Background: an optimization exercise with open tools, aiming at small area. Do not read the settings as production practice.
RTL that was checked went through simulation tests only; none was proved equivalent to the original.
Only the layout flow was run in runs 1 to 3, 5 and 6; the RTL was not checked for function there.
Power and IR drop assume default switching activity.

--- flow/config.mk ---
export PLATFORM = sky130hd
export DESIGN_NAME = FSd1
export DESIGN_NICKNAME = FSd1
export VERILOG_FILES = /design/flow/design.v
export SDC_FILE = /design/flow/constraint.sdc
export NUM_CORES = 4
export LEC_CHECK = 0
export ABC_AREA = 1
export CAP_MARGIN = 20
export CORE_MARGIN = 2
export CORE_UTILIZATION = 40
export SLEW_MARGIN = 20
--- flow/constraint.sdc ---
create_clock -name core_clock -period 10.0 [get_ports {clk24M}]
set_input_delay 2.0000 -clock core_clock [delete_from_list [all_inputs] [get_ports {clk24M}]]
set_output_delay 2.0000 -clock core_clock [all_outputs]
set_load 0.01 [all_outputs]
--- flow/design.v ---
module FSd1 (clk24M, rst_n, mix_in, lo_out, mix_out, sig_in, TXD, RXD, led);
    input clk24M, rst_n;
    input [2:0] mix_in;
    input [2:0] sig_in;
    output [2:0] lo_out, mix_out;
    input RXD;
    output TXD;
    output [1:0] led;
    wire rst = ~rst_n;
    reg [11:0] r_lo_cycle;
    reg [1:0]  r_lo_channel;
    reg [2:0]  rx_byte;
    wire       lo_wr;
    wire [11:0] rc0, rc1, rc2;
    wire [23:0] sc0, sc1, sc2;
    wire [2:0]  lo;
    genvar gi;
    generate
        for (gi = 0; gi < 3; gi = gi + 1) begin : ch
            reg [11:0] lo_cnt, lo_cyc;
            reg        r_lo;
            reg        mp, sp;
            reg [11:0] rw, rc;
            reg [23:0] sw, sc;
            wire [12:0] inc = {1'b0, lo_cnt} + 13'd1;
            wire m1 = (inc == {1'b0, lo_cyc});
            wire m2 = (inc == {2'b00, lo_cyc[11:1]});
            always @(posedge clk24M) begin
                mp <= mix_in[gi];
                sp <= sig_in[gi];
                if (rst) begin
                    lo_cnt <= 12'd0; lo_cyc <= 12'd100; r_lo <= 1'b0;
                    rw <= 12'd0; rc <= 12'd0;
                    sw <= 24'd0; sc <= 24'd0;
                end else begin
                    lo_cnt <= m1 ? 12'd0 : inc[11:0];
                    if (m1) r_lo <= 1'b1;
                    else if (m2) r_lo <= 1'b0;
                    if (lo_wr && r_lo_channel == gi) lo_cyc <= r_lo_cycle;
                    if (!mp && mix_in[gi]) begin rc <= rw; rw <= 12'd0; end
                    else rw <= rw + 12'd1;
                    if (!sp && sig_in[gi]) begin sc <= sw; sw <= 24'd0; end
                    else sw <= sw + 24'd1;
                end
            end
            assign lo[gi] = r_lo;
        end
    endgenerate
    assign rc0 = ch[0].rc; assign rc1 = ch[1].rc; assign rc2 = ch[2].rc;
    assign sc0 = ch[0].sc; assign sc1 = ch[1].sc; assign sc2 = ch[2].sc;
    assign lo_out = lo;
    assign mix_out = mix_in ^ lo;
    reg [31:0] R;
    reg        conv, ready;
    reg [7:0]  cnt;    
    reg [3:0]  tph;    
    reg [2:0]  g;      
    reg [3:0]  p;      
    reg [3:0]  db;     
    reg        f_send, f_send_frame;
    wire idle = (tph == 4'd11);
    wire busy = (tph <= 4'd10);
    wire fire = idle && ready;
    function [3:0] a3(input [3:0] d, input en);
        a3 = (en && d >= 4'd5) ? d + 4'd3 : d;
    endfunction
    wire [4:0] k = cnt[4:0];
    wire en23 = k[4] | k[3];
    wire en45 = k[4];
    wire en6  = k[4] & k[2];
    wire [31:0] Rc = {R[31:28],
                      a3(R[27:24], en6),
                      a3(R[23:20], en45), a3(R[19:16], en45),
                      a3(R[15:12], en23), a3(R[11:8], en23),
                      a3(R[7:4], 1'b1), a3(R[3:0], 1'b1)};
    reg [23:0] val;
    always @(*) begin
        case (g)
            3'd0: val = {12'd0, rc0};
            3'd1: val = {12'd0, rc1};
            3'd2: val = {12'd0, rc2};
            3'd3: val = sc0;
            3'd4: val = sc1;
            default: val = sc2;
        endcase
    end
    reg [3:0] digit;
    always @(*) begin
        case (p[2:0])
            3'd0: digit = R[3:0];
            3'd1: digit = R[7:4];
            3'd2: digit = R[11:8];
            3'd3: digit = R[15:12];
            3'd4: digit = R[19:16];
            3'd5: digit = R[23:20];
            3'd6: digit = R[27:24];
            default: digit = R[31:28];
        endcase
    end
    always @(posedge clk24M) begin
        if (rst) begin
            conv <= 1'b0; ready <= 1'b0; cnt <= 8'd0; tph <= 4'd11;
            g <= 3'd0; p <= 4'd3; f_send_frame <= 1'b0;
        end else begin
            if (!ready && !conv) begin
                conv <= 1'b1;
                R <= {val, 8'd0};
            end else if (conv) begin
                if (cnt <= 8'd23) R <= {Rc[30:0], Rc[31]};
                if (cnt == 8'd25) begin
                    conv <= 1'b0;
                    ready <= 1'b1;
                end
            end
            if (busy) cnt <= (cnt == 8'd207) ? 8'd0 : cnt + 8'd1;
            else if (conv) cnt <= (cnt == 8'd25) ? 8'd0 : cnt + 8'd1;
            else cnt <= 8'd0;
            if (fire) tph <= 4'd15;
            else if (tph == 4'd15 || (busy && cnt == 8'd207)) tph <= tph + 4'd1;
            if (fire) begin
                if (!p[3]) begin
                    db <= digit;
                    if (p[2:0] == 3'd0) begin
                        ready <= 1'b0;
                        g <= (g == 3'd5) ? 3'd0 : g + 3'd1;
                        p <= 4'd8;
                    end else p <= p - 4'd1;
                end else if (!p[0]) begin
                    if (g == 3'd0) begin
                        db <= 4'd13;             
                        p <= 4'd9;
                    end else begin
                        db <= 4'd12;             
                        p <= (g[2] | (g[1] & g[0])) ? 4'd7 : 4'd3;
                    end
                end else begin
                    db <= 4'd10;                 
                    p <= 4'd3;
                    f_send_frame <= f_send;
                end
            end
        end
    end
    wire isdig = ~db[3] | (~db[2] & ~db[1]);
    wire [7:0] ch_bits = {2'b00, isdig | (db[3] & db[2] & ~db[0]), isdig, db};
    reg txd;
    always @(*) begin
        case (tph)
            4'd0: txd = 1'b0;
            4'd1: txd = ch_bits[0];
            4'd2: txd = ch_bits[1];
            4'd3: txd = ch_bits[2];
            4'd4: txd = ch_bits[3];
            4'd5: txd = ch_bits[4];
            4'd6: txd = ch_bits[5];
            4'd7: txd = ch_bits[6];
            4'd8: txd = ch_bits[7];
            default: txd = 1'b1;
        endcase
    end
    assign TXD = f_send_frame ? txd : 1'b1;
    reg [7:0] rcnt;
    reg [3:0] rnb;
    reg [7:0] rdat;
    reg       rs;
    reg       st1, st2;
    wire      rlast = rnb[3] & rnb[1];       
    always @(posedge clk24M) begin
        if (rst) begin
            rcnt <= 8'd0; rnb <= 4'd0; st1 <= 1'b0; st2 <= 1'b0;
        end else begin
            st1 <= 1'b0;
            st2 <= st1;
            if (rnb == 4'd0) begin
                if (!RXD) rnb <= 4'd1;
            end else begin
                rcnt <= rcnt + 8'd1;
                if (!rlast) begin
                    if (rcnt == 8'd51) rdat <= {RXD, rdat[7:1]};
                    if (rcnt == 8'd103) rs <= RXD;
                    if (rcnt == 8'd155) rdat[7] <= (rdat[7] & rs) | (rdat[7] & RXD) | (rs & RXD);
                end
                if (rcnt == 8'd207) begin
                    rcnt <= 8'd0;
                    rnb <= rnb + 4'd1;
                    if (rlast) begin
                        rnb <= 4'd0;
                        st1 <= 1'b1;
                    end
                end
            end
        end
    end
    reg [3:0] hex;
    always @(*) begin
        case (rdat)
            8'h30: hex = 4'h0; 8'h31: hex = 4'h1; 8'h32: hex = 4'h2; 8'h33: hex = 4'h3;
            8'h34: hex = 4'h4; 8'h35: hex = 4'h5; 8'h36: hex = 4'h6; 8'h37: hex = 4'h7;
            8'h38: hex = 4'h8; 8'h39: hex = 4'h9;
            8'h41: hex = 4'ha; 8'h42: hex = 4'hb; 8'h43: hex = 4'hc;
            8'h44: hex = 4'hd; 8'h45: hex = 4'he; 8'h46: hex = 4'hf;
            8'h61: hex = 4'ha; 8'h62: hex = 4'hb; 8'h63: hex = 4'hc;
            8'h64: hex = 4'hd; 8'h65: hex = 4'he; 8'h66: hex = 4'hf;
            default: hex = 4'h0;
        endcase
    end
    assign lo_wr = st2 && (rx_byte == 3'd4);
    always @(posedge clk24M) begin
        if (rst) begin
            rx_byte <= 3'd0; f_send <= 1'b0;
        end else if (st2) begin
            case (rx_byte)
                3'd0: begin
                    if (rdat == 8'h20) f_send <= ~f_send;
                    else begin
                        r_lo_channel <= hex[1:0];
                        rx_byte <= 3'd1;
                    end
                end
                3'd4: rx_byte <= 3'd0;
                default: begin
                    r_lo_cycle <= {r_lo_cycle[7:0], hex};
                    rx_byte <= rx_byte + 3'd1;
                end
            endcase
        end
    end
    assign led[0] = (rx_byte == 3'd1) ? 1'b0 : 1'b1;
    assign led[1] = (rx_byte == 3'd0) ? 1'b1 : 1'b0;
endmodule
--- flow/run.sh ---
#!/bin/bash
# synth_recipe.tcl (not shown) runs the flow's synth.tcl, then flattens the netlist and writes it again
# the make line also repeats each setting of config.mk as NAME=value (left out here)
make -C /OpenROAD-flow-scripts/flow DESIGN_CONFIG=/design/flow/config.mk WORK_HOME=/design/flow/orfs CLKGATE_MAP_FILE= SYNTH_SCRIPT=/design/flow/synth_recipe.tcl finish
==> summary.txt, run 1 <==
Yosys reg bits = 396
Core Rows = 79
layout cells sized above 1 = 5.91%
initial core utilization = 40.2%
IO buf count = 17
main combinational cell family by area after synthesis = simple AND/OR/NAND/NOR gates
DP Area = 0.0193 mm^2
pre-CTS worst setup slack = 4780 ps
CP most frequent cell = clkdlybuf4s50_1
Wirelength per Cell = 14.3 um
Storage cell area = 0.00852 mm^2
Final min period = 5220 ps
Iteration-0 DRC Markers = 1371
clk sink count = 396
H-tree Lvls = 2
asr flop ratio synth = 0%
gpl congestion = 0.886
CTS tree = built
Pwr Density = 170 mW/mm^2
Antenna Nets Post-Route = 0
period utilization = 52.2%
max-slew violation count = 0
slowest CP cell = clkdlybuf4s50_1
Overall Global Routing Usage = 18.7%
Crit path required time = 8000 ps
Max Clk Rate = 191 MHz
final worst slack = 4780 ps
setup TNS = 0 ps
CTS buffer count = 46
Synth Area in Compound Gates = 16.3%
worst-skew pair later-pin latency = 570 ps
reg2reg end = R[9]
Max-slew headroom = 26.7%
# nets final = 2567
hold path start = st1
IO Pins = 18
crit-path cells = clkdlybuf4s50_1 -> xor2_1 -> clkdlybuf4s50_1
CP max stage delay = 550 ps
global-route wire length before repair = 74600 um
DIE AREA = 0.0482 mm^2
synth unique cells = 57
CORE AREA = 0.0463 mm^2
maxcap violations = 0
largest net degree at the start of global routing = 89
vias = 16200
Top delay family on crit path = buffers and inverters
leakage = 0.00798 uW
RSZ-0062 raised after global routing = no
root buffer cell = clkbuf_16
crit path buf inv count = 2
top_reg_cell synth = dfxtp_1
r2r setup slk = 6730 ps
CP startpoint kind = primary input
skew final = 17.0 ps
status = timing/DRC/antenna clean
Multi-input gate area = 0.00872 mm^2
finished layout cell area = 0.0208 mm^2
mux share of post-synthesis cell area = 0.0538%
critical path capture point type = output port
Critical Setup Path Class = primary input to output port
Max FO, Critical Path = 3
HP Class = flip-flop to flip-flop
total wire length = 45100 um
# resized after CTS = 0
VDD IR-drop max = 155 uV
Tightest Pin Transition = 1100 ps
Synth Area in Adders = 2.49%
share of the synthesized area in the top cell type = 36.3%
Crit path arrival time = 3220 ps
Fin. Hold Viols = 0
postcts setup bufs = 0
cts hold-fix bufs = 0
Die Wd = 220 um
top post-synthesis cells by area = dfxtp_1 36%, edfxtp_1 9.5%, nand2_1 9.4%
CTS Buffer Depth = 3
worst hold path stage count = 2
Post-Synth XOR/XNOR Area = 1.60%
Clock Pin Slew Worst Setup and Hold Paths = 60 ps
drt pass-1 iters = 6
synthesized area per cell = 7.39 um^2
sequential area share after synthesis = 45.8%
Filler cells = 4571
reg2reg start = g[2]
Endpoint, Worst Hold = st2
Syn Inst Count = 2515
via count of the first global-routing pass = 15000
post-synthesis net count = 2561
r2r worst-path depth = 5
Final setup viols = 0
Simple-Gate Fraction of Synth Area = 26.4%
DP HPWL = 32300 um
Post-synth EDFFs = 59
Antenna diodes = 0
post-layout util = 45.0%
synthesized area = 0.0186 mm^2
initial antenna violation count = 0
Die H = 220 um
Area growth syn-to-layout = 11.9%
yosys warns = 1
Synth top cells by count = 464 x nand2_1, 352 x nor2_1, 337 x dfxtp_1
DRC Markers = 0
vias per cell = 5.13
global route total overflow = 0
post-synth top area cell = dfxtp_1
most numerous cell in the Yosys netlist = nand2_1
-- worst max path at each step --
stage | startpoint | end | slack (ps) | cells past startpoint
after floorplan | rst_n | R[0] | 5490 | 4
after global placement | mix_in[0] | mix_out[0] | 4770 | 3
after detailed placement | mix_in[0] | mix_out[0] | 4780 | 3
after CTS | mix_in[0] | mix_out[0] | 4780 | 3
after global routing | mix_in[0] | mix_out[0] | 4700 | 3
final | mix_in[0] | mix_out[0] | 4780 | 3
-- per-stage QoR --
| step | hold slack (ps) | cells | power (uW) |
|---|---|---|---|
| floorplan | 390 | 2515 | 1870 |
| global placement | 419 | 3080 | 1920 |
| detailed placement | 404 | 3080 | 1930 |
| CTS | 426 | 3161 | 3570 |
| global route | 441 | 3161 | 3670 |
| finish | 428 | 3161 | 3530 |
-- cell type report --
| class | count | share of cell area (%) |
|---|---|---|
| clock inverters | 18 | 0.734 |
| repair buffers | 27 | 1.17 |
| flip-flops and latches | 396 | 41.0 |
| well taps | 607 | 3.65 |
| multi-input cells | 1761 | 41.9 |
| clock buffers | 63 | 6.34 |
| inverters | 289 | 5.22 |
-- registers in the layout (all words and copies together) (netlist names), 4 cells and up --
name        flops
tph             4
ch.lo_cnt      36
ch.lo_cyc      36
ch.rw          36
rcnt            8
r_lo_cycle     12
R              32
cnt             8
db              4
ch.sw          72
p               4
ch.rc          36
ch.sc          72
rnb             4
rdat            8
-- cells by family after synthesis --
group / Yosys count
AOI/OAI and AO/OA: 556
xor gates and xnor gates: 34
adders and majority gates: 37
buffers and inverters: 358
DFF: 396
muxes: 1
and+or+nand+nor: 1133
-- cells in the final DEF (no fill, tap or decap), drive strengths merged, types with 7 or more instances in the layout --
master,instances
clkdlybuf4s50,16
a31oi,7
a21oi,210
o22ai,14
clkbuf,63
nor4,14
nand4,40
nor3b,7
nand3,163
inv,290
dfxtp,337
buf,11
edfxtp,59
a22o,7
nor3,42
ha,37
clkinv,13
xnor2,11
nor2,373
xor2,23
a221oi,12
nand2,475
o21ai,259
or2,15
o211ai,21
-- metal layers --
layer / global-route usage, % / wire length, um / vias to the layer above
met5: 0 / 0 / -
li1: - / - / 8379
met1: 24.8 / 21300 / 7413
met4: 5.35 / 1080 / 0
met3: 2.90 / 1980 / 77
met2: 31.6 / 20700 / 341
-- where the power goes --
part / leakage, uW / switching [uW] / internal, uW
sequential: 0.00330 / 36.8 / 1670
combinational: 0.00396 / 128 / 62.3
clock: 0.000725 / 664 / 973
-- worst min-delay path, stage by stage (launching register included) --
cell and delay (ps):
dfxtp_1 300, nand2_1 60, inv_1 30
==> inputs of run 2 (changes only) <==
--- a/flow/config.mk
+++ b/flow/config.mk
@@ -9,4 +9,6 @@
 export CAP_MARGIN = 20
 export CORE_MARGIN = 2
 export CORE_UTILIZATION = 40
+export CTS_BUF_LIST = sky130_fd_sc_hd__clkbuf_4
+export CTS_CLUSTER_SIZE = 30
 export SLEW_MARGIN = 20
==> run 2 against run 1 <==
  * Largest power group unchanged
  * Non-clock buffer count did not move
  * Clock-buffer cell count rose by 105
  * Cell count rose by 3.6%
  * Utilization fell by 0.16 points
  * Clock skew rose by 49 ps
  * Critical endpoint unchanged
  * Critical path type unchanged
  * Synthesized cell count did not move
  * Still clean
==> summary.txt, run 2 <==
status = timing/DRC/antenna clean (unchanged)
gpl congestion = 0.886 (unchanged)
H-tree Lvls = 3 (was 2)
fin cells = 3276 (was 3161)
# resized after CTS = 0 (unchanged)
Iteration-0 DRC Markers = 1360 (was 1371)
period utilization = 52.3% (was 52.2%)
DP HPWL = 32300 um (unchanged)
yosys warns = 1 (unchanged)
postcts setup bufs = 0 (unchanged)
drt pass-1 iters = 5 (was 6)
CTS Buffer Depth = 3 (unchanged)
initial antenna violation count = 2 (was 0)
DIE AREA = 0.0482 mm^2 (unchanged)
Die Wd = 220 um (unchanged)
Seq pwr share = 51.0% (was 48.3%)
sequential area share after synthesis = 45.8% (unchanged)
reg2reg start = g[2] (unchanged)
post-synth top area cell = dfxtp_1 (unchanged)
# nets final = 2626 (was 2567)
vias = 16500 (was 16200)
skew final = 66.1 ps (was 17.0 ps)
Final min period = 5230 ps (was 5220 ps)
Syn Inst Count = 2515 (unchanged)
Max FO, Critical Path = 3 (unchanged)
asr flop ratio synth = 0% (unchanged)
Wirelength per Cell = 13.7 um (was 14.3 um)
worst hold path stage count = 2 (unchanged)
Crit path required time = 8000 ps (about the same)
critical path capture point type = output port (unchanged)
RSZ-0062 raised after global routing = no (unchanged)
most frequent cells in the layout = 464 x nand2_1, 346 x nor2_1, 337 x dfxtp_1 (unchanged)
clk sink count = 396 (unchanged)
maxcap violations = 0 (unchanged)
top post-synthesis cells by area = dfxtp_1 36%, edfxtp_1 9.5%, nand2_1 9.4% (unchanged)
IO buf count = 17 (unchanged)
Endpoint, Worst Hold = st2 (unchanged)
synthesized area per cell = 7.39 um^2 (unchanged)
Net Sw Frac = 24.8% (was 23.5%)
setup TNS = 0 ps (unchanged)
Area growth syn-to-layout = 11.5% (was 11.9%)
Pint = 2510 uW (was 2700 uW)
DRC Markers = 0 (unchanged)
worst-skew pair later-pin latency = 820 ps (was 570 ps)
Crit path arrival time = 3230 ps (was 3220 ps)
Core Rows = 79 (unchanged)
crit-path cells = clkdlybuf4s50_1 -> xor2_1 -> clkdlybuf4s50_1 (unchanged)
Post-synth EDFFs = 59 (unchanged)
root buffer cell = clkbuf_4 (was clkbuf_16)
hold path start = st1 (unchanged)
post-synthesis net count = 2561 (unchanged)
routed length on met1 = 21200 um (was 21300 um)
HP Class = flip-flop to flip-flop (unchanged)
post-layout util = 44.8% (was 45.0%)
VDD IR-drop max = 87.9 uV (was 155 uV)
Yosys reg bits = 396 (unchanged)
DR WL met2 = 20600 um (was 20700 um)
total wire length = 45000 um (was 45100 um)
NetSw = 830 uW (was 829 uW)
reg2reg end = R[11] (was R[9])
layout cells sized above 1 = 9.71% (was 5.91%)
Critical Setup Path Class = primary input to output port (unchanged)
vias per cell = 5.04 (was 5.13)
max-slew violation count = 0 (unchanged)
CORE AREA = 0.0463 mm^2 (unchanged)
initial core utilization = 40.2% (unchanged)
Synth top cells by count = 464 x nand2_1, 352 x nor2_1, 337 x dfxtp_1 (unchanged)
Final setup viols = 0 (unchanged)
Tightest Pin Transition = 1110 ps (was 1100 ps)
slowest CP cell = clkdlybuf4s50_1 (unchanged)
Clock Pin Slew Worst Setup and Hold Paths = 70 ps (was 60 ps)
CTS buffer count = 105 (was 46)
synth unique cells = 57 (unchanged)
Fin. Hold Viols = 0 (unchanged)
Max Clk Rate = 191 MHz (about the same)
most numerous cell in the Yosys netlist = nand2_1 (unchanged)
Max-slew headroom = 26.0% (was 26.7%)
share of the synthesized area in the top cell type = 36.3% (unchanged)
synthesized area = 0.0186 mm^2 (unchanged)
Pwr Density = 161 mW/mm^2 (was 170 mW/mm^2)
cts hold-fix bufs = 0 (unchanged)
leakage = 0.00810 uW (was 0.00798 uW)
top sig layer = met4 (unchanged)
r2r worst-path depth = 5 (unchanged)
clock share of power = 43.3% (was 46.3%)
CP startpoint kind = primary input (unchanged)
IO Pins = 18 (unchanged)
CP max stage delay = 550 ps (about the same)
Die H = 220 um (unchanged)
met3 wire length = 1950 um (was 1980 um)
commonest non-fill, non-tap cell in the layout = nand2_1 (unchanged)
largest net degree at the start of global routing = 89 (unchanged)
Antenna Nets Post-Route = 0 (unchanged)
combinational power share = 5.7% (was 5.4%)
Overall Global Routing Usage = 18.9% (was 18.7%)
via count of the first global-routing pass = 15500 (was 15000)
CTS tree = built (unchanged)
r2r setup slk = 6680 ps (was 6730 ps)
dpl cells = 3080 (unchanged)
CP most frequent cell = clkdlybuf4s50_1 (unchanged)
crit path from = mix_in[0] (unchanged)
Largest regs = ch.sc x72, ch.sw x72 (unchanged)
global route total overflow = 0 (unchanged)
global-route wire length before repair = 75100 um (was 74600 um)
top_reg_cell synth = dfxtp_1 (unchanged)
[run 2: cell types whose count changed in the layout (fill, tap and decap cells not counted), moves of 2 or more]
cell and change:
clkbuf_4 +168, clkbuf_16 -49, inv_4 -2, clkbuf_1 -10
clkinv_4 -2, clkinv_2 -5, inv_2 +4, diode_2 +3
clkinv_1 +14, clkbuf_8 -4
[run 2: metal layers]
metal / vias up / GRT usage (%)
met4: 0 / 7.43
li1: 8590 / -
met1: 7449 / 24.4
met3: 96 / 3.78
met5: - / 0
met2: 363 / 31.1
[run 2: metrics by stage]
stage               hold WS, ps  area (um^2)  total power (uW)  setup WS [ps]
floorplan                   390        18600              1870           5490
global placement            419        19300              1920           4770
detailed placement          404        19300              1930           4780
CTS                         434        20700              3390           4780
global route                452        20700              3510           4700
finish                      438        20700              3340           4770
[run 2: layout make-up]
| class | count | area, um^2 |
|---|---|---|
| Antenna cell | 3 | 7.51 |
| Multi-Input combinational cell | 1761 | 8720 |
| Clock buffer | 168 | 1260 |
| Inverter | 289 | 1080 |
| Sequential cell | 396 | 8520 |
| Tap cell | 607 | 759 |
| Clock inverter | 25 | 128 |
| Fill cell | 4684 | 25500 |
| Timing Repair Buffer | 27 | 243 |
[run 2: kinds of logic after synthesis]
family,share of synthesized area [%]
simple gates,26.4
fa+ha+maj,2.49
xor+xnor,1.60
mux,0.0538
flops,45.8
buf+inv,7.42
compound gates,16.3
[run 2: worst max path at each step]
stage | to | slack, ps | depth (start not counted)
after CTS | mix_out[0] | 4780 | 3
after global routing | mix_out[0] | 4700 | 3
final | mix_out[0] | 4770 | 3
after global placement | mix_out[0] | 4770 | 3
after detailed placement | mix_out[0] | 4780 | 3
after floorplan | R[0] | 5490 | 4
[run 2: power by group through the flow]
stage | Sequential (uW) | Combinational [uW] | Clock (uW)
3_3_place_gp | 1740 | 184 | 0
2_1_floorplan | 1730 | 142 | 0
4_1_cts | 1700 | 191 | 1500
6_report | 1700 | 190 | 1450
5_1_grt | 1710 | 220 | 1580
3_5_place_dp | 1740 | 189 | 0
[run 2: worst max-delay path: cells and delay by family]
kind,cells,cell delay (ps)
buf+inv,2,1060
xor+xnor,1,160
==> inputs of run 3 (changes only) <==
--- a/flow/config.mk
+++ b/flow/config.mk
@@ -8,7 +8,8 @@
 export ABC_AREA = 1
 export CAP_MARGIN = 20
 export CORE_MARGIN = 2
-export CORE_UTILIZATION = 40
-export CTS_BUF_LIST = sky130_fd_sc_hd__clkbuf_4
+export CORE_UTILIZATION = 60
+export CTS_BUF_LIST = sky130_fd_sc_hd__clkbuf_16
+export CTS_CLUSTER_DIAMETER = 120
 export CTS_CLUSTER_SIZE = 30
 export SLEW_MARGIN = 20
==> run 3 against run 2 <==
  * Still clean on timing, DRC and antenna
  * Largest cell class unchanged
  * Via count is 2.1% lower
  * Critical endpoint is now mix_out[2]
  * Combinational power is essentially flat
  * Cell count is 12% lower
  * Wire length decreased by 4.9%
  * First-iteration DRC count shrank 16%
  * Design area is 5.5% lower
==> summary.txt, run 3 <==
leakage = 0.00753 uW (was 0.00810 uW)
Synth top cells by count = 464 x nand2_1, 352 x nor2_1, 337 x dfxtp_1 (unchanged)
Antenna Nets Post-Route = 0 (unchanged)
DIE AREA = 0.0324 mm^2 (was 0.0482 mm^2)
global route total overflow = 0 (unchanged)
root buffer cell = clkbuf_16 (was clkbuf_4)
Storage cell area = 0.00852 mm^2 (unchanged)
yosys warns = 1 (unchanged)
IO buf count = 17 (unchanged)
top_reg_cell synth = dfxtp_1 (unchanged)
via count of the first global-routing pass = 14900 (was 15500)
NetSw = 664 uW (was 830 uW)
Crit path required time = 8000 ps (about the same)
IO Pins = 18 (unchanged)
worst-skew pair later-pin latency = 530 ps (was 820 ps)
Largest regs = ch.sc x72, ch.sw x72 (unchanged)
HP Class = flip-flop to flip-flop (unchanged)
Overall Global Routing Usage = 25.9% (was 18.9%)
Final setup viols = 0 (unchanged)
max-slew violation count = 0 (unchanged)
RSZ-0062 raised after global routing = no (unchanged)
CTS buffer count = 17 (was 105)
DP HPWL = 31400 um (was 32300 um)
Max FO, Critical Path = 3 (unchanged)
gpl congestion = 0.896 (was 0.886)
synthesized area = 0.0186 mm^2 (unchanged)
Wirelength per Cell = 14.8 um (was 13.7 um)
Yosys reg bits = 396 (unchanged)
Tightest Pin Transition = 1100 ps (was 1110 ps)
period utilization = 52.3% (about the same)
Max-slew headroom = 26.4% (was 26.0%)
r2r setup slk = 6720 ps (was 6680 ps)
VDD IR-drop max = 138 uV (was 87.9 uV)
Clock Pin Slew Worst Setup and Hold Paths = 110 ps (was 70 ps)
Critical Setup Path Class = primary input to output port (unchanged)
most numerous cell in the Yosys netlist = nand2_1 (unchanged)
skew final = 29.4 ps (was 66.1 ps)
critical path capture point type = output port (unchanged)
# nets final = 2540 (was 2626)
Area growth syn-to-layout = 5.28% (was 11.5%)
# resized after CTS = 0 (unchanged)
post-layout util = 64.0% (was 44.8%)
Net Sw Frac = 24.5% (was 24.8%)
synthesized area per cell = 7.39 um^2 (unchanged)
post-synthesis net count = 2561 (unchanged)
sequential area share after synthesis = 45.8% (unchanged)
Pint = 2050 uW (was 2510 uW)
Syn Inst Count = 2515 (unchanged)
Final min period = 5230 ps (about the same)
largest net degree at the start of global routing = 100 (was 89)
combinational power share = 7.0% (was 5.7%)
commonest non-fill, non-tap cell in the layout = nand2_1 (unchanged)
Multi-input gate area = 0.00872 mm^2 (about the same)
total wire length = 42800 um (was 45000 um)
post-synth top area cell = dfxtp_1 (unchanged)
setup TNS = 0 ps (unchanged)
top post-synthesis cells by area = dfxtp_1 36%, edfxtp_1 9.5%, nand2_1 9.4% (unchanged)
share of the synthesized area in the top cell type = 36.3% (unchanged)
CP startpoint kind = primary input (unchanged)
asr flop ratio synth = 0% (unchanged)
cts hold-fix bufs = 0 (unchanged)
synth unique cells = 57 (unchanged)
CORE AREA = 0.0306 mm^2 (was 0.0463 mm^2)
H-tree Lvls = 1 (was 3)
postcts setup bufs = 0 (unchanged)
CTS Buffer Depth = 3 (unchanged)
most frequent cells in the layout = 464 x nand2_1, 348 x nor2_1, 337 x dfxtp_1 (was 464 x nand2_1, 346 x nor2_1, 337 x dfxtp_1)
Pwr Density = 139 mW/mm^2 (was 161 mW/mm^2)
Die Wd = 180 um (was 220 um)
DRC Markers = 0 (unchanged)
initial antenna violation count = 0 (was 2)
layout cells sized above 1 = 4.04% (was 9.71%)
clk sink count = 396 (unchanged)
clock share of power = 30.2% (was 43.3%)
vias = 16200 (was 16500)
Core Rows = 64 (was 79)
Max Clk Rate = 191 MHz (about the same)
Iteration-0 DRC Markers = 1138 (was 1360)
CTS tree = built (unchanged)
Crit path arrival time = 3230 ps (about the same)
global-route wire length before repair = 71400 um (was 75100 um)
initial core utilization = 60.8% (was 40.2%)
Seq pwr share = 62.7% (was 51.0%)
maxcap violations = 0 (unchanged)
Antenna diodes = 0 (was 3)
drt pass-1 iters = 5 (unchanged)
Fin. Hold Viols = 0 (unchanged)
Filler cells = 2788 (was 4684)
Post-synth EDFFs = 59 (unchanged)
Die H = 180 um (was 220 um)
status = timing/DRC/antenna clean (unchanged)
vias per cell = 5.58 (was 5.04)
[run 3: cell counts after synthesis]
No cell type changed its count.
[run 3: path summary, 6_finish.rpt]
check            start    endpoint  cells past startpoint
max          mix_in[2]  mix_out[2]                      3
max reg2reg       g[2]       R[19]                      5
min                st1         st2                      2
min reg2reg        st1         st2                      2
[run 3: through the flow]
step / total power, uW / instances / instance area (um^2) / hold WS, ps / worst slack (ps)
4_1_cts: 2730 / 2894 / 19600 / 431 / 4760
3_3_place_gp: 1920 / 2870 / 19100 / 399 / 4790
2_1_floorplan: 1870 / 2515 / 18600 / 390 / 5490
3_5_place_dp: 1920 / 2870 / 19100 / 404 / 4760
6_report: 2710 / 2895 / 19600 / 431 / 4770
5_1_grt: 2820 / 2895 / 19600 / 447 / 4680
[run 3: power groups by stage]
stage / Sequential, uW / Combinational, uW / Clock, uW
2_1_floorplan: 1730 / 142 / 0
3_3_place_gp: 1740 / 181 / 0
3_5_place_dp: 1740 / 187 / 0
4_1_cts: 1700 / 189 / 839
5_1_grt: 1710 / 219 / 893
6_report: 1700 / 191 / 821
[run 3: final cells by class]
type | instances | share of cell area [%]
multi-input cells | 1761 | 44.5
flip-flops and latches | 396 | 43.5
inverters | 289 | 5.54
well taps | 396 | 2.53
clock buffers | 17 | 2.17
repair buffers | 29 | 1.42
clock inverters | 7 | 0.294
[run 3: kinds of logic (layout without fill, tap and decap cells)]
logic type      count (synthesis)  in the layout  synth area share [%]
flops                         396            396                  45.8
buf+inv                       358            342                  7.42
xor+xnor                       34             34                  1.60
mux                             1              1                0.0538
fa+ha+maj                      37             37                  2.49
simple gates                 1133           1133                  26.4
compound gates                556            556                  16.3
[run 3: worst max-delay path, stage by stage]
cell and delay (ps):
clkdlybuf4s50_1 510, xor2_1 160, clkdlybuf4s50_1 560
[run 3: routing by layer]
metal	vias up	share of wire (%)	global-route usage [%]	routed length, um
li1	8319	-	-	-
met3	60	3.4	1.96	1470
met1	7478	46	34.8	19900
met4	0	2.4	6.68	1040
met5	-	0	0	0
met2	295	48	45.4	20400
==> inputs of run 4 (changes only) <==
--- a/flow/design.v
+++ b/flow/design.v
@@ -7,6 +7,9 @@
     output TXD;
     output [1:0] led;
     wire rst = ~rst_n;
+    reg rst_d;
+    always @(posedge clk24M) rst_d <= rst;
+    wire [11:0] lo_cyc_d = rst ? 12'd100 : r_lo_cycle;
     reg [11:0] r_lo_cycle;
     reg [1:0]  r_lo_channel;
     reg [2:0]  rx_byte;
@@ -28,18 +31,19 @@
             always @(posedge clk24M) begin
                 mp <= mix_in[gi];
                 sp <= sig_in[gi];
+                if (rst || (lo_wr && r_lo_channel == gi)) lo_cyc <= lo_cyc_d;
+                if (rst_d || (!mp && mix_in[gi])) rc <= rw;
+                if (rst_d || (!sp && sig_in[gi])) sc <= sw;
                 if (rst) begin
-                    lo_cnt <= 12'd0; lo_cyc <= 12'd100; r_lo <= 1'b0;
-                    rw <= 12'd0; rc <= 12'd0;
-                    sw <= 24'd0; sc <= 24'd0;
+                    lo_cnt <= 12'd0; r_lo <= 1'b0;
+                    rw <= 12'd0; sw <= 24'd0;
                 end else begin
                     lo_cnt <= m1 ? 12'd0 : inc[11:0];
                     if (m1) r_lo <= 1'b1;
                     else if (m2) r_lo <= 1'b0;
-                    if (lo_wr && r_lo_channel == gi) lo_cyc <= r_lo_cycle;
-                    if (!mp && mix_in[gi]) begin rc <= rw; rw <= 12'd0; end
+                    if (!mp && mix_in[gi]) rw <= 12'd0;
                     else rw <= rw + 12'd1;
-                    if (!sp && sig_in[gi]) begin sc <= sw; sw <= 24'd0; end
+                    if (!sp && sig_in[gi]) sw <= 24'd0;
                     else sw <= sw + 24'd1;
                 end
             end
@@ -50,7 +54,7 @@
     assign sc0 = ch[0].sc; assign sc1 = ch[1].sc; assign sc2 = ch[2].sc;
     assign lo_out = lo;
     assign mix_out = mix_in ^ lo;
-    reg [31:0] R;
+    reg [28:0] R;
     reg        conv, ready;
     reg [7:0]  cnt;    
     reg [3:0]  tph;    
@@ -65,18 +69,18 @@
         a3 = (en && d >= 4'd5) ? d + 4'd3 : d;
     endfunction
     wire [4:0] k = cnt[4:0];
-    wire en23 = k[4] | k[3];
-    wire en45 = k[4];
-    wire en6  = k[4] & k[2];
-    wire [31:0] Rc = {R[31:28],
-                      a3(R[27:24], en6),
-                      a3(R[23:20], en45), a3(R[19:16], en45),
-                      a3(R[15:12], en23), a3(R[11:8], en23),
-                      a3(R[7:4], 1'b1), a3(R[3:0], 1'b1)};
+    wire [28:0] Rc = {R[28],
+                      a3(R[27:24], k[4] & k[2] & k[1] & k[0]),    
+                      a3(R[23:20], k[4] & (k[2] | (k[1] & k[0]))),  
+                      a3(R[19:16], k[4]),                         
+                      a3(R[15:12], k[4] | (k[3] & k[2])),         
+                      a3(R[11:8], k[4] | k[3]),                   
+                      a3(R[7:4], k[4] | k[3] | k[2]),             
+                      a3(R[3:0], 1'b1)};
     reg [23:0] val;
     always @(*) begin
         case (g)
-            3'd0: val = {12'd0, rc0};
+            3'd0: val = rst_d ? 24'd0 : {12'd0, rc0};
             3'd1: val = {12'd0, rc1};
             3'd2: val = {12'd0, rc2};
             3'd3: val = sc0;
@@ -94,7 +98,7 @@
             3'd4: digit = R[19:16];
             3'd5: digit = R[23:20];
             3'd6: digit = R[27:24];
-            default: digit = R[31:28];
+            default: digit = {3'd0, R[28]};
         endcase
     end
     always @(posedge clk24M) begin
@@ -104,9 +108,9 @@
         end else begin
             if (!ready && !conv) begin
                 conv <= 1'b1;
-                R <= {val, 8'd0};
+                R <= {val, 5'd0};
             end else if (conv) begin
-                if (cnt <= 8'd23) R <= {Rc[30:0], Rc[31]};
+                if (cnt <= 8'd23) R <= {Rc[27:0], Rc[28]};
                 if (cnt == 8'd25) begin
                     conv <= 1'b0;
                     ready <= 1'b1;
@@ -166,22 +170,21 @@
     reg       st1, st2;
     wire      rlast = rnb[3] & rnb[1];       
     always @(posedge clk24M) begin
+        rcnt <= (rst || rnb == 4'd0 || rcnt == 8'd207) ? 8'd0 : rcnt + 8'd1;
         if (rst) begin
-            rcnt <= 8'd0; rnb <= 4'd0; st1 <= 1'b0; st2 <= 1'b0;
+            rnb <= 4'd0; st1 <= 1'b0; st2 <= 1'b0;
         end else begin
             st1 <= 1'b0;
             st2 <= st1;
             if (rnb == 4'd0) begin
                 if (!RXD) rnb <= 4'd1;
             end else begin
-                rcnt <= rcnt + 8'd1;
                 if (!rlast) begin
                     if (rcnt == 8'd51) rdat <= {RXD, rdat[7:1]};
                     if (rcnt == 8'd103) rs <= RXD;
                     if (rcnt == 8'd155) rdat[7] <= (rdat[7] & rs) | (rdat[7] & RXD) | (rs & RXD);
                 end
                 if (rcnt == 8'd207) begin
-                    rcnt <= 8'd0;
                     rnb <= rnb + 4'd1;
                     if (rlast) begin
                         rnb <= 4'd0;
==> flow/flow/run.sh (new file) <==
#!/bin/bash
# Layout flow: the standard flow (standard.sh), with two synthesis changes
# that leave the registers as the standard synthesis makes them:
#  - ABC maps the logic with the area script in flow/abc_area.script
#    (a scripts folder that links every ORFS script but that one);
#  - adders are left to ABC as plain logic (ADDER_MAP_FILE empty).
set -euo pipefail
W=$PWD
mkdir -p "$W/scripts"
for f in "$FLOW_HOME"/scripts/*; do
  ln -sfn "$f" "$W/scripts/$(basename "$f")"
done
rm -f "$W/scripts/abc_area.script"
cp "$W/flow/abc_area.script" "$W/scripts/abc_area.script"
export SCRIPTS_DIR="$W/scripts"
bash standard.sh ADDER_MAP_FILE= synth > "$W/synth.log" 2>&1
bash standard.sh ADDER_MAP_FILE= finish > "$W/layout.log" 2>&1
==> flow/flow/abc_area.script (new file) <==
strash
&get -n
&deepsyn -T 30
&put
dch -f
amap
topo
dnsize -c
==> flow/standard.sh (new file) <==
#!/bin/bash
# synth_recipe.tcl (not shown) runs the flow's synth.tcl, then flattens the netlist and writes it again
# the make line also repeats each setting of config.mk as NAME=value (left out here)
make -C /OpenROAD-flow-scripts/flow DESIGN_CONFIG=/design/flow/config.mk WORK_HOME=/design/flow/orfs CLKGATE_MAP_FILE= SYNTH_SCRIPT=/design/flow/synth_recipe.tcl "${@:-finish}"
removed: flow/run.sh
==> run 4 against run 3 <==
  * Sequential power is 9% higher
  * Still clean
  * Flip-flop and latch count is 2 lower
  * Critical path type unchanged
  * Utilization is 2.3 points higher
  * Highest routed layer unchanged
  * Synthesized cell count is 40% lower
  * Largest cell class is now sequential cells
  * Clock power is 1% lower
==> summary.txt, run 4 <==
Crit path required time = 8000 ps (about the same)
yosys warns = 1 (unchanged)
top post-synthesis cells by area = edfxtp_1 39%, dfxtp_1 25%, nor2_1 6.6% (was dfxtp_1 36%, edfxtp_1 9.5%, nand2_1 9.4%)
global route total overflow = 0 (unchanged)
vias = 11200 (was 16200)
Antenna diodes = 0 (unchanged)
reg2reg end = ch[2].lo_cnt[3] (was R[19])
DP HPWL = 22400 um (was 31400 um)
share of the synthesized area in the top cell type = 38.7% (was 36.3%)
Pint = 2210 uW (was 2050 uW)
Setup crit end = mix_out[1] (was mix_out[2])
Max FO, Critical Path = 4 (was 3)
post-synthesis net count = 1516 (was 2561)
post-synth top area cell = edfxtp_1 (was dfxtp_1)
Storage cell area = 0.00989 mm^2 (was 0.00852 mm^2)
Die Wd = 165 um (was 180 um)
NetSw = 740 uW (was 664 uW)
Seq pwr share = 62.9% (was 62.7%)
Die H = 165 um (was 180 um)
Final setup viols = 0 (unchanged)
Tightest Pin Transition = 1080 ps (was 1100 ps)
Multi-input gate area = 0.00505 mm^2 (was 0.00872 mm^2)
DRC Markers = 0 (unchanged)
Wirelength per Cell = 16.5 um (was 14.8 um)
period utilization = 52.5% (was 52.3%)
root buffer cell = clkbuf_16 (unchanged)
Iteration-0 DRC Markers = 1184 (was 1138)
clk sink count = 394 (was 396)
CORE AREA = 0.0253 mm^2 (was 0.0306 mm^2)
finished layout cell area = 0.0167 mm^2 (was 0.0196 mm^2)
clock share of power = 27.5% (was 30.2%)
Fin. Hold Viols = 0 (unchanged)
drt pass-1 iters = 7 (was 5)
layout cells sized above 1 = 2.81% (was 4.04%)
worst-skew pair later-pin latency = 530 ps (about the same)
Max Clk Rate = 190 MHz (was 191 MHz)
skew final = 36.7 ps (was 29.4 ps)
crit path from = mix_in[1] (was mix_in[2])
final worst slack = 4750 ps (was 4770 ps)
maxcap violations = 0 (unchanged)
initial antenna violation count = 1 (was 0)
synth unique cells = 43 (was 57)
asr flop ratio synth = 0% (unchanged)
CP startpoint kind = primary input (unchanged)
Antenna Nets Post-Route = 0 (unchanged)
CTS tree = built (unchanged)
gpl congestion = 0.925 (was 0.896)
VDD IR-drop max = 173 uV (was 138 uV)
Yosys reg bits = 394 (was 396)
# resized after CTS = 0 (unchanged)
Critical Setup Path Class = primary input to output port (unchanged)
CTS buffer count = 17 (unchanged)
DIE AREA = 0.0271 mm^2 (was 0.0324 mm^2)
sequential area share after synthesis = 63.8% (was 45.8%)
vias per cell = 5.87 (was 5.58)
Post-synth EDFFs = 200 (was 59)
critical path capture point type = output port (unchanged)
r2r setup slk = 6250 ps (was 6720 ps)
IO Pins = 18 (unchanged)
r2r worst-path depth = 19 (was 5)
Core Rows = 58 (was 64)
# nets final = 1566 (was 2540)
global-route wire length before repair = 49800 um (was 71400 um)
postcts setup bufs = 0 (unchanged)
cts hold-fix bufs = 0 (unchanged)
Area growth syn-to-layout = 8.00% (was 5.28%)
pre-CTS worst setup slack = 4740 ps (was 4760 ps)
fin cells = 1898 (was 2895)
combinational power share = 9.6% (was 7.0%)
top_reg_cell synth = edfxtp_1 (was dfxtp_1)
H-tree Lvls = 1 (unchanged)
Clock Pin Slew Worst Setup and Hold Paths = 110 ps (about the same)
RSZ-0062 raised after global routing = no (unchanged)
max-slew violation count = 0 (unchanged)
Filler cells = 2023 (was 2788)
Final min period = 5250 ps (was 5230 ps)
DP Area = 0.0162 mm^2 (was 0.0191 mm^2)
Syn Inst Count = 1507 (was 2515)
Overall Global Routing Usage = 23.3% (was 25.9%)
via count of the first global-routing pass = 9954 (was 14900)
Net Sw Frac = 25.1% (was 24.5%)
synthesized area per cell = 10.3 um^2 (was 7.39 um^2)
setup TNS = 0 ps (unchanged)
Synth top cells by count = 272 x nor2_1, 200 x edfxtp_1, 194 x dfxtp_1 (was 464 x nand2_1, 352 x nor2_1, 337 x dfxtp_1)
Pwr Density = 176 mW/mm^2 (was 139 mW/mm^2)
dpl cells = 1868 (was 2870)
reg2reg start = ch[2].lo_cnt[0] (was g[2])
leakage = 0.00586 uW (was 0.00753 uW)
most frequent cells in the layout = 271 x nor2_1, 200 x edfxtp_1, 194 x dfxtp_1 (was 464 x nand2_1, 348 x nor2_1, 337 x dfxtp_1)
initial core utilization = 61.4% (was 60.8%)
CTS Buffer Depth = 3 (unchanged)
Largest regs = ch.sc x72, ch.sw x72 (unchanged)
WHS = 440 ps (was 431 ps)
status = timing/DRC/antenna clean (unchanged)
IO buf count = 17 (unchanged)
Crit path arrival time = 3250 ps (was 3230 ps)
commonest non-fill, non-tap cell in the layout = nor2_1 (was nand2_1)
HP Class = flip-flop to flip-flop (unchanged)
most numerous cell in the Yosys netlist = nor2_1 (was nand2_1)
Max-slew headroom = 27.7% (was 26.4%)
largest net degree at the start of global routing = 40 (was 100)
total wire length = 31300 um (was 42800 um)
synthesized area = 0.0155 mm^2 (was 0.0186 mm^2)
## run 4: worst min path at each step
stage                  startpoint             to  slack (ps)  depth (start not counted)
detailed placement  r_lo_cycle[4]  r_lo_cycle[8]         430                          0
finish                    rcnt[0]        rcnt[0]         440                          1
CTS                       rcnt[0]        rcnt[0]         450                          1
global placement          rcnt[0]        rcnt[0]         420                          1
floorplan                 rcnt[0]        rcnt[0]         410                          1
global route        r_lo_cycle[4]  r_lo_cycle[8]         470                          0
## run 4: logic make-up (layout without fill, tap and decap cells)
family / Yosys count / count (layout) / share of synthesized area (%)
xor gates and xnor gates: 1 / 1 / 0.0565
buffers and inverters: 160 / 221 / 3.95
AOI/OAI and AO/OA: 293 / 293 / 12.6
DFF: 394 / 394 / 63.8
and+or+nand+nor: 659 / 659 / 19.6
## run 4: through the flow
stage | power [uW] | utilization [%]
finish | 2950 | 66.3
global route | 3060 | 66.3
global placement | 2160 | 64.2
floorplan | 2070 | -
detailed placement | 2170 | 64.2
CTS | 2960 | 66.2
## run 4: power by group through the flow
stage               sequential (uW)  combinational (uW)  clock (uW)
CTS                            1850                 281         831
global route                   1860                 319         877
detailed placement             1890                 278           0
floorplan                      1860                 204           0
finish                         1850                 283         810
global placement               1890                 274           0
## run 4: worst max-delay path, stage by stage
cell and delay, ps:
clkdlybuf4s50_1 540, nor2_1 50, a21oi_1 110, clkdlybuf4s50_1 540
## run 4: per-layer routing
| layer | wire, um | GRT usage [%] | up-vias | share of wire [%] |
|---|---|---|---|---|
| met1 | 15400 | 35.7 | 5250 | 49 |
| met3 | 1850 | 3.09 | 33 | 5.9 |
| met2 | 13600 | 36.0 | 261 | 43 |
| met4 | 482 | 4.55 | 0 | 1.5 |
| li1 | - | - | 5606 | - |
| met5 | 0 | 0 | - | 0 |
## run 4: area by class of cell
class	instances	area share (%)
timing repair buffer	34	1.78
multi-input combinational	953	30.2
inverter	157	3.52
sequential	394	59.1
clock buffer	17	2.54
tap	330	2.47
clock inverter	13	0.478
==> inputs of run 5 (changes only) <==
--- a/flow/design.v
+++ b/flow/design.v
@@ -65,18 +65,26 @@
     wire idle = (tph == 4'd11);
     wire busy = (tph <= 4'd10);
     wire fire = idle && ready;
-    function [3:0] a3(input [3:0] d, input en);
-        a3 = (en && d >= 4'd5) ? d + 4'd3 : d;
+    function [3:0] dd(input [3:0] d, input en);
+        reg g;
+        begin
+            g = en & (d[3] | (d[2] & (d[1] | d[0])));
+            dd = {g | d[3],
+                  g ? (d[3] & d[0]) : d[2],
+                  d[1] ^ (g & ~d[0]),
+                  d[0] ^ g};
+        end
     endfunction
     wire [4:0] k = cnt[4:0];
-    wire [28:0] Rc = {R[28],
-                      a3(R[27:24], k[4] & k[2] & k[1] & k[0]),    
-                      a3(R[23:20], k[4] & (k[2] | (k[1] & k[0]))),  
-                      a3(R[19:16], k[4]),                         
-                      a3(R[15:12], k[4] | (k[3] & k[2])),         
-                      a3(R[11:8], k[4] | k[3]),                   
-                      a3(R[7:4], k[4] | k[3] | k[2]),             
-                      a3(R[3:0], 1'b1)};
+    wire crot = conv && cnt <= 8'd23;    
+    wire [3:0] c0 = dd(R[3:0], crot);
+    wire [3:0] c1 = dd(R[7:4], crot & (k[4] | k[3] | k[2]));              
+    wire [3:0] c2 = dd(R[11:8], crot & (k[4] | k[3]));                   
+    wire [3:0] c3 = dd(R[15:12], crot & (k[4] | (k[3] & k[2])));         
+    wire [3:0] c4 = dd(R[19:16], crot & k[4]);                           
+    wire [3:0] c5 = dd(R[23:20], crot & k[4] & (k[2] | (k[1] & k[0])));  
+    wire [3:0] c6 = dd(R[27:24], crot & k[4] & k[2] & k[1] & k[0]);      
+    wire [28:0] Rn = {c6, c5, c4, c3, c2, c1, c0, R[28]};
     reg [23:0] val;
     always @(*) begin
         case (g)
@@ -88,19 +96,10 @@
             default: val = sc2;
         endcase
     end
-    reg [3:0] digit;
-    always @(*) begin
-        case (p[2:0])
-            3'd0: digit = R[3:0];
-            3'd1: digit = R[7:4];
-            3'd2: digit = R[11:8];
-            3'd3: digit = R[15:12];
-            3'd4: digit = R[19:16];
-            3'd5: digit = R[23:20];
-            3'd6: digit = R[27:24];
-            default: digit = {3'd0, R[28]};
-        endcase
-    end
+    wire raw = !g[2] && !(g[1] & g[0]);
+    wire [3:0] digit = raw ? R[15:12] : {R[2:0] & {3{p[2:0] != 3'd7}}, R[28]};
+    wire isdig = ~db[3] | (~db[2] & ~db[1]);
+    wire drot = tph == 4'd0 && cnt <= 8'd3 && isdig;
     always @(posedge clk24M) begin
         if (rst) begin
             conv <= 1'b0; ready <= 1'b0; cnt <= 8'd0; tph <= 4'd11;
@@ -109,8 +108,10 @@
             if (!ready && !conv) begin
                 conv <= 1'b1;
                 R <= {val, 5'd0};
-            end else if (conv) begin
-                if (cnt <= 8'd23) R <= {Rc[27:0], Rc[28]};
+            end else if (crot || drot) begin
+                R <= Rn;
+            end
+            if (conv) begin
                 if (cnt == 8'd25) begin
                     conv <= 1'b0;
                     ready <= 1'b1;
@@ -145,7 +146,6 @@
             end
         end
     end
-    wire isdig = ~db[3] | (~db[2] & ~db[1]);
     wire [7:0] ch_bits = {2'b00, isdig | (db[3] & db[2] & ~db[0]), isdig, db};
     reg txd;
     always @(*) begin
--- a/flow/flow/run.sh
+++ b/flow/flow/run.sh
@@ -3,7 +3,8 @@
 # that leave the registers as the standard synthesis makes them:
 #  - ABC maps the logic with the area script in flow/abc_area.script
 #    (a scripts folder that links every ORFS script but that one);
-#  - adders are left to ABC as plain logic (ADDER_MAP_FILE empty).
+#  - adders are left to ABC as plain logic (ADDER_MAP_FILE empty);
+# and the port buffers are the smallest buffer, sky130_fd_sc_hd__buf_1.
 set -euo pipefail
 W=$PWD
 mkdir -p "$W/scripts"
@@ -13,5 +14,6 @@
 rm -f "$W/scripts/abc_area.script"
 cp "$W/flow/abc_area.script" "$W/scripts/abc_area.script"
 export SCRIPTS_DIR="$W/scripts"
+export BUFFER_PORTS_ARGS="-buffer_cell sky130_fd_sc_hd__buf_1"
 bash standard.sh ADDER_MAP_FILE= synth > "$W/synth.log" 2>&1
 bash standard.sh ADDER_MAP_FILE= finish > "$W/layout.log" 2>&1
==> flow/config.mk (replaced) <==
export PLATFORM = sky130hd
export DESIGN_NAME = FSd1
export DESIGN_NICKNAME = FSd1
export VERILOG_FILES = /design/flow/design.v
export SDC_FILE = /design/flow/constraint.sdc
export NUM_CORES = 4
export LEC_CHECK = 0
export ABC_AREA = 1
export CAP_MARGIN = 0
export CORE_MARGIN = 2
export CORE_UTILIZATION = 60
export CTS_BUF_LIST = sky130_fd_sc_hd__clkbuf_8
export CTS_CLUSTER_DIAMETER = 100
export CTS_CLUSTER_SIZE = 16
export SLEW_MARGIN = 0
==> run 5 against run 4 <==
  * Clock-buffer cell count up 12
  * Non-clock buffer count increased by 5
  * Critical path depth is the same
  * Largest power group unchanged
==> summary.txt, run 5 <==
post-synthesis net count = 1486 (was 1516)
finished layout cell area = 0.0165 mm^2 (was 0.0167 mm^2)
vias = 10800 (was 11200)
max-slew violation count = 0 (unchanged)
top_reg_cell synth = edfxtp_1 (unchanged)
fin cells = 1895 (was 1898)
Core Rows = 58 (unchanged)
initial antenna violation count = 0 (was 1)
crit path buf inv count = 2 (unchanged)
met3 wire length = 1620 um (was 1850 um)
DRC Markers = 0 (unchanged)
Critical Setup Path Class = primary input to output port (unchanged)
initial core utilization = 61.1% (was 61.4%)
synth unique cells = 43 (unchanged)
Synth top cells by count = 257 x nor2_1, 200 x edfxtp_1, 194 x dfxtp_1 (was 272 x nor2_1, 200 x edfxtp_1, 194 x dfxtp_1)
postcts setup bufs = 0 (unchanged)
critical path capture point type = output port (unchanged)
Post-synth EDFFs = 200 (unchanged)
top sig layer = met4 (unchanged)
post-synth top area cell = edfxtp_1 (unchanged)
r2r setup slk = 6050 ps (was 6250 ps)
Pwr Density = 173 mW/mm^2 (was 176 mW/mm^2)
skew final = 23.0 ps (was 36.7 ps)
DR WL met2 = 13800 um (was 13600 um)
share of the synthesized area in the top cell type = 39.0% (was 38.7%)
cts hold-fix bufs = 0 (unchanged)
VDD IR-drop max = 136 uV (was 173 uV)
total wire length = 30000 um (was 31300 um)
DP Area = 0.0160 mm^2 (was 0.0162 mm^2)
Filler cells = 2012 (was 2023)
CTS Buffer Depth = 3 (unchanged)
RSZ-0062 raised after global routing = no (unchanged)
Crit path required time = 8000 ps (about the same)
setup TNS = 0 ps (unchanged)
Overall Global Routing Usage = 22.9% (was 23.3%)
CP max stage delay = 180 ps (was 540 ps)
reg2reg end = ch[2].lo_cnt[7] (was ch[2].lo_cnt[3])
asr flop ratio synth = 0% (unchanged)
gpl congestion = 0.827 (was 0.925)
Setup crit end = mix_out[2] (was mix_out[1])
Wirelength per Cell = 15.9 um (was 16.5 um)
Area growth syn-to-layout = 7.38% (was 8.00%)
Max-slew headroom = 23.2% (was 27.7%)
Top delay family on crit path = buffers and inverters (unchanged)
Die H = 164 um (was 165 um)
layout cells sized above 1 = 3.58% (was 2.81%)
# nets final = 1552 (was 1566)
CTS tree = built (unchanged)
CP most frequent cell = buf_1 (was clkdlybuf4s50_1)
WP depth = 4 (unchanged)
leakage = 0.00588 uW (was 0.00586 uW)
most frequent cells in the layout = 257 x nor2_1, 200 x edfxtp_1, 194 x dfxtp_1 (was 271 x nor2_1, 200 x edfxtp_1, 194 x dfxtp_1)
status = timing/DRC/antenna clean (unchanged)
Fin. Hold Viols = 0 (unchanged)
Syn Inst Count = 1477 (was 1507)
CORE AREA = 0.0252 mm^2 (was 0.0253 mm^2)
H-tree Lvls = 1 (unchanged)
DIE AREA = 0.0270 mm^2 (was 0.0271 mm^2)
# resized after CTS = 0 (unchanged)
routed length on met1 = 14000 um (was 15400 um)
commonest non-fill, non-tap cell in the layout = nor2_1 (unchanged)
Iteration-0 DRC Markers = 1047 (was 1184)
IO buf count = 17 (unchanged)
Crit path arrival time = 2570 ps (was 3250 ps)
largest net degree at the start of global routing = 38 (was 40)
IO Pins = 18 (unchanged)
worst-skew pair later-pin latency = 590 ps (was 530 ps)
period utilization = 45.7% (was 52.5%)
Largest regs = ch.sc x72, ch.sw x72 (unchanged)
crit-path cells = buf_1 -> nor2_1 -> a21oi_1 -> buf_1 (was clkdlybuf4s50_1 -> nor2_1 -> a21oi_1 -> clkdlybuf4s50_1)
crit path from = mix_in[2] (was mix_in[1])
sequential area share after synthesis = 64.2% (was 63.8%)
DP HPWL = 21500 um (was 22400 um)
vias per cell = 5.70 (was 5.87)
Pwr Total = 2850 uW (was 2950 uW)
clk sink count = 394 (unchanged)
Die Wd = 164 um (was 165 um)
Max Clk Rate = 219 MHz (was 190 MHz)
Tightest Pin Transition = 1140 ps (was 1080 ps)
Yosys reg bits = 394 (unchanged)
top post-synthesis cells by area = edfxtp_1 39%, dfxtp_1 25%, nor2_1 6.3% (was edfxtp_1 39%, dfxtp_1 25%, nor2_1 6.6%)
r2r worst-path depth = 13 (was 19)
Clock Pin Slew Worst Setup and Hold Paths = 80 ps (was 110 ps)
synthesized area per cell = 10.4 um^2 (was 10.3 um^2)
synthesized area = 0.0154 mm^2 (was 0.0155 mm^2)
reg2reg start = ch[2].lo_cnt[0] (unchanged)
dpl cells = 1843 (was 1868)
Antenna Nets Post-Route = 0 (unchanged)
Final setup viols = 0 (unchanged)
Antenna diodes = 0 (unchanged)
Max FO, Critical Path = 4 (unchanged)
root buffer cell = clkbuf_8 (was clkbuf_16)
pre-CTS worst setup slack = 5460 ps (was 4740 ps)
drt pass-1 iters = 5 (was 7)
via count of the first global-routing pass = 10100 (was 9954)
most numerous cell in the Yosys netlist = nor2_1 (unchanged)
final worst slack = 5430 ps (was 4750 ps)
CP startpoint kind = primary input (unchanged)
global-route wire length before repair = 49400 um (was 49800 um)
yosys warns = 1 (unchanged)
CTS buffer count = 28 (was 17)
HP Class = flip-flop to flip-flop (unchanged)
maxcap violations = 0 (unchanged)
global route total overflow = 0 (unchanged)
slowest CP cell = a21oi_1 (was clkdlybuf4s50_1)
Final min period = 4570 ps (was 5250 ps)
run 5: cell type report:
type	count	area [um^2]	area share, %
repair buffers	39	229	1.39
multi-input cells	927	4930	29.8
inverters	153	574	3.47
clock inverters	23	91.3	0.553
clock buffers	29	399	2.41
well taps	330	413	2.50
flip-flops and latches	394	9890	59.8
run 5: per-stage QoR:
step                      util [%]  hold slack (ps)
after floorplan                  -              414
after global placement        63.7              420
after detailed placement      63.7              431
after CTS                     65.6              444
after global routing          65.6              463
final                         65.6              443
run 5: worst min-delay path by stage:
stage / start / cells past startpoint / slack [ps] / endpoint
2_1_floorplan: rcnt[0] / 1 / 410 / rcnt[0]
3_3_place_gp: r_lo_cycle[4] / 0 / 420 / r_lo_cycle[8]
3_5_place_dp: r_lo_cycle[1] / 0 / 430 / r_lo_cycle[5]
4_1_cts: rcnt[0] / 1 / 440 / rcnt[0]
5_1_grt: st1 / 1 / 460 / st2
6_report: rcnt[0] / 1 / 440 / rcnt[0]
run 5: report_power, final:
part           total [uW]  internal, uW  switching (uW)
combinational         245          83.9             161
sequential           1840          1790            58.5
clock                 765           272             493
run 5: cells by family after synthesis:
kind of cell | share of synthesized area, %
buffers and inverters | 3.88
AO/OA/AOI/OAI | 12.0
XOR/XNOR | 0.0569
flip-flops | 64.2
AND/OR/NAND/NOR | 19.9
run 5: layer usage:
layer  vias to the layer above  track usage (%)
li1                       5503                -
met1                      5014             32.7
met2                       242             38.0
met3                        36             2.47
met4                         0             5.22
met5                         -                0
==> inputs of run 6 (changes only) <==
--- a/flow/config.mk
+++ b/flow/config.mk
@@ -9,7 +9,7 @@
 export CAP_MARGIN = 0
 export CORE_MARGIN = 2
 export CORE_UTILIZATION = 60
-export CTS_BUF_LIST = sky130_fd_sc_hd__clkbuf_8
-export CTS_CLUSTER_DIAMETER = 100
-export CTS_CLUSTER_SIZE = 16
+export CTS_BUF_LIST = sky130_fd_sc_hd__clkbuf_16
+export CTS_CLUSTER_DIAMETER = 120
+export CTS_CLUSTER_SIZE = 30
 export SLEW_MARGIN = 0
==> run 6 against run 5 <==
  * Still clean
  * Non-clock buffer count stayed put
  * Power is 1.2% higher
  * Clock skew is 11 ps higher
  * Via count is 0.42% lower
  * Sequential power hardly changed
  * Critical path type unchanged
  * Critical endpoint unchanged
  * Largest cell class unchanged
  * Highest routed layer unchanged
==> summary.txt, run 6 <==
share of the synthesized area in the top cell type = 39.0% (unchanged)
sequential area share after synthesis = 64.2% (unchanged)
initial core utilization = 61.1% (unchanged)
synthesized area per cell = 10.4 um^2 (unchanged)
Antenna Nets Post-Route = 0 (unchanged)
VDD IR-drop max = 165 uV (was 136 uV)
CP max stage delay = 180 ps (about the same)
# resized after CTS = 0 (unchanged)
synth unique cells = 43 (unchanged)
Final min period = 4570 ps (about the same)
Max-slew headroom = 24.1% (was 23.2%)
Max FO, Critical Path = 4 (unchanged)
vias per cell = 5.75 (was 5.70)
cts hold-fix bufs = 0 (unchanged)
Synth top cells by count = 257 x nor2_1, 200 x edfxtp_1, 194 x dfxtp_1 (unchanged)
root buffer cell = clkbuf_16 (was clkbuf_8)
Area growth syn-to-layout = 7.35% (was 7.38%)
crit-path cells = buf_1 -> nor2_1 -> a21oi_1 -> buf_1 (unchanged)
Crit path required time = 8000 ps (about the same)
synthesized area = 0.0154 mm^2 (unchanged)
Seq pwr share = 63.9% (was 64.6%)
Critical Setup Path Class = primary input to output port (unchanged)
period utilization = 45.7% (about the same)
NetSw = 698 uW (was 713 uW)
WHS = 423 ps (was 443 ps)
DRC Markers = 0 (unchanged)
Largest regs = ch.sc x72, ch.sw x72 (unchanged)
worst-skew pair later-pin latency = 520 ps (was 590 ps)
Die Wd = 164 um (unchanged)
commonest non-fill, non-tap cell in the layout = nor2_1 (unchanged)
Top delay family on crit path = buffers and inverters (unchanged)
layout cells sized above 1 = 2.86% (was 3.58%)
global route total overflow = 0 (unchanged)
IO Pins = 18 (unchanged)
post-layout util = 65.6% (about the same)
Die H = 164 um (unchanged)
Filler cells = 2003 (was 2012)
combinational power share = 8.5% (was 8.6%)
clk sink count = 394 (unchanged)
yosys warns = 1 (unchanged)
vias = 10800 (about the same)
Tightest Pin Transition = 1130 ps (was 1140 ps)
initial antenna violation count = 0 (unchanged)
total wire length = 29800 um (was 30000 um)
most numerous cell in the Yosys netlist = nor2_1 (unchanged)
pre-CTS worst setup slack = 5460 ps (unchanged)
drt pass-1 iters = 7 (was 5)
CORE AREA = 0.0252 mm^2 (unchanged)
CTS Buffer Depth = 3 (unchanged)
RSZ-0062 raised after global routing = no (unchanged)
Pint = 2190 uW (was 2140 uW)
HP Class = flip-flop to flip-flop (unchanged)
leakage = 0.00581 uW (was 0.00588 uW)
maxcap violations = 0 (unchanged)
top_reg_cell synth = edfxtp_1 (unchanged)
Net Sw Frac = 24.2% (was 25.0%)
Iteration-0 DRC Markers = 999 (was 1047)
Syn Inst Count = 1477 (unchanged)
most frequent cells in the layout = 257 x nor2_1, 200 x edfxtp_1, 194 x dfxtp_1 (unchanged)
Yosys reg bits = 394 (unchanged)
crit path buf inv count = 2 (unchanged)
slowest CP cell = a21oi_1 (unchanged)
Max Clk Rate = 219 MHz (about the same)
clock share of power = 27.6% (was 26.8%)
asr flop ratio synth = 0% (unchanged)
top post-synthesis cells by area = edfxtp_1 39%, dfxtp_1 25%, nor2_1 6.3% (unchanged)
Post-synth EDFFs = 200 (unchanged)
postcts setup bufs = 0 (unchanged)
Antenna diodes = 0 (unchanged)
via count of the first global-routing pass = 9979 (was 10100)
Final setup viols = 0 (unchanged)
CP startpoint kind = primary input (unchanged)
Wirelength per Cell = 16.0 um (was 15.9 um)
final worst slack = 5430 ps (about the same)
DP HPWL = 21500 um (unchanged)
Pwr Density = 175 mW/mm^2 (was 173 mW/mm^2)
Storage cell area = 0.00989 mm^2 (unchanged)
CP most frequent cell = buf_1 (unchanged)
post-synth top area cell = edfxtp_1 (unchanged)
post-synthesis net count = 1486 (unchanged)
largest net degree at the start of global routing = 38 (unchanged)
setup TNS = 0 ps (unchanged)
gpl congestion = 0.827 (unchanged)
Multi-input gate area = 0.00493 mm^2 (unchanged)
Fin. Hold Viols = 0 (unchanged)
Overall Global Routing Usage = 22.7% (was 22.9%)
critical path capture point type = output port (unchanged)
fin cells = 1869 (was 1895)
max-slew violation count = 0 (unchanged)
Clock Pin Slew Worst Setup and Hold Paths = 100 ps (was 80 ps)
IO buf count = 17 (unchanged)
dpl cells = 1843 (unchanged)
Crit path arrival time = 2570 ps (about the same)
DIE AREA = 0.0270 mm^2 (unchanged)
global-route wire length before repair = 48800 um (was 49400 um)
skew final = 34.4 ps (was 23.0 ps)
H-tree Lvls = 1 (unchanged)
# nets final = 1541 (was 1552)
status = timing/DRC/antenna clean (unchanged)
CTS tree = built (unchanged)
CTS buffer count = 17 (was 28)
Core Rows = 58 (unchanged)
run 6: cell count changes in the layout (fill, tap and decap cells not counted):
cell,before,now
clkinv_4,1,0
clkinv_16,0,1
inv_1,22,8
clkbuf_8,29,0
clkbuf_16,0,17
run 6: cell type report:
type	instances	share of cell area [%]
multi-input cells	927	29.9
flip-flops and latches	394	59.8
clock buffers	17	2.57
clock inverters	9	0.363
inverters	153	3.48
well taps	330	2.50
repair buffers	39	1.39
run 6: power by group through the flow:
stage | sequential, uW | clock (uW) | combinational [uW]
after global placement | 1880 | 0 | 240
after CTS | 1840 | 819 | 247
after floorplan | 1860 | 0 | 181
after global routing | 1860 | 869 | 283
after detailed placement | 1880 | 0 | 245
final | 1840 | 797 | 246
run 6: cell families after synthesis:
kind of cell           share of synthesized area (%)
buffers and inverters                           3.88
AND/OR/NAND/NOR                                 19.9
XOR/XNOR                                      0.0569
flip-flops                                      64.2
AO/OA/AOI/OAI                                   12.0
run 6: through the flow:
stage	power (uW)	instance area, um^2
2_1_floorplan	2040	15400
3_5_place_dp	2120	16000
5_1_grt	3010	16500
3_3_place_gp	2120	16000
6_report	2890	16500
4_1_cts	2910	16500
run 6: final timing paths:
| check | from | end | slack [ps] | cells past startpoint |
|---|---|---|---|---|
| setup / recovery | mix_in[2] | mix_out[2] | 5430 | 4 |
| hold / removal | ch[2].sw[22] | ch[2].sc[22] | 420 | 0 |
| setup reg to reg | ch[2].lo_cnt[0] | ch[2].lo_cnt[7] | 6010 | 13 |
| hold reg to reg | ch[2].sw[22] | ch[2].sc[22] | 420 | 0 |
run 6: routing by layer:
| layer | share of wire, % | track usage [%] | wire, um |
|---|---|---|---|
| met5 | 0 | 0 | 0 |
| met1 | 47 | 32.5 | 14000 |
| met3 | 4.7 | 2.15 | 1410 |
| met2 | 47 | 37.9 | 13900 |
| met4 | 1.9 | 4.82 | 554 |
run 6: worst register-to-register path: stages, from the launching register on:
cell and delay [ps]:
dfxtp_1 370, nand2_1 90, clkinv_1 70, o21ai_0 360
o22ai_1 130, a2111oi_0 300, o221ai_1 190, nor3_1 230
o221ai_1 130, a221o_1 270, or4_1 490, a2111oi_0 490
or2_0 630, nor2_1 100

separate check: timing with driven ports:
No port has a modelled driver above. Below, the same layouts with a new extraction and two added sets of constraints. Step 1 sets driving cells, clkbuf_16 on the clock port and buf_2 on the other inputs (assumed; they add their load-dependent delay and slew). Step 2 moves the port delays by t, midway between the first and last clock arrival at a register: inputs arrive t later, outputs are due t later. That takes back most of the time a late clock gives input paths. Three values: ideal ports, drivers, drivers and shift; two values: the first two.
| run | t, ns | slack for setup (ns) | hold slack, ns | latest minus earliest clock arrival (ns) | cell pins on the clock port's net |
|---|---|---|---|---|---|
| run 1 | 0.621 | 4.777 / 4.750 / 4.750 | 0.428 / 0.428 / 0.428 | 0.021 / 0.020 | 1 |
| run 2 | 0.839 | 4.774 / 4.747 / 4.747 | 0.438 / 0.438 / 0.438 | 0.066 / 0.067 | 1 |
| run 3 | 0.573 | 4.770 / 4.747 / 4.747 | 0.431 / 0.431 / 0.431 | 0.034 / 0.034 | 1 |
| run 4 | 0.566 | 4.750 / 4.721 / 4.721 | 0.440 / 0.440 / 0.440 | 0.040 / 0.040 | 1 |
| run 5 | 0.625 | 5.426 / 5.384 / 5.384 | 0.443 / 0.443 / 0.443 | 0.023 / 0.023 | 1 |
| run 6 | 0.556 | 5.427 / 5.383 / 5.383 | 0.423 / 0.423 / 0.423 | 0.034 / 0.034 | 1 |
After both steps setup and hold are still met in every run listed. For run 6, which loses most, drivers alone change the setup slack by -0.044 ns; drivers and shift together by -0.044 ns.
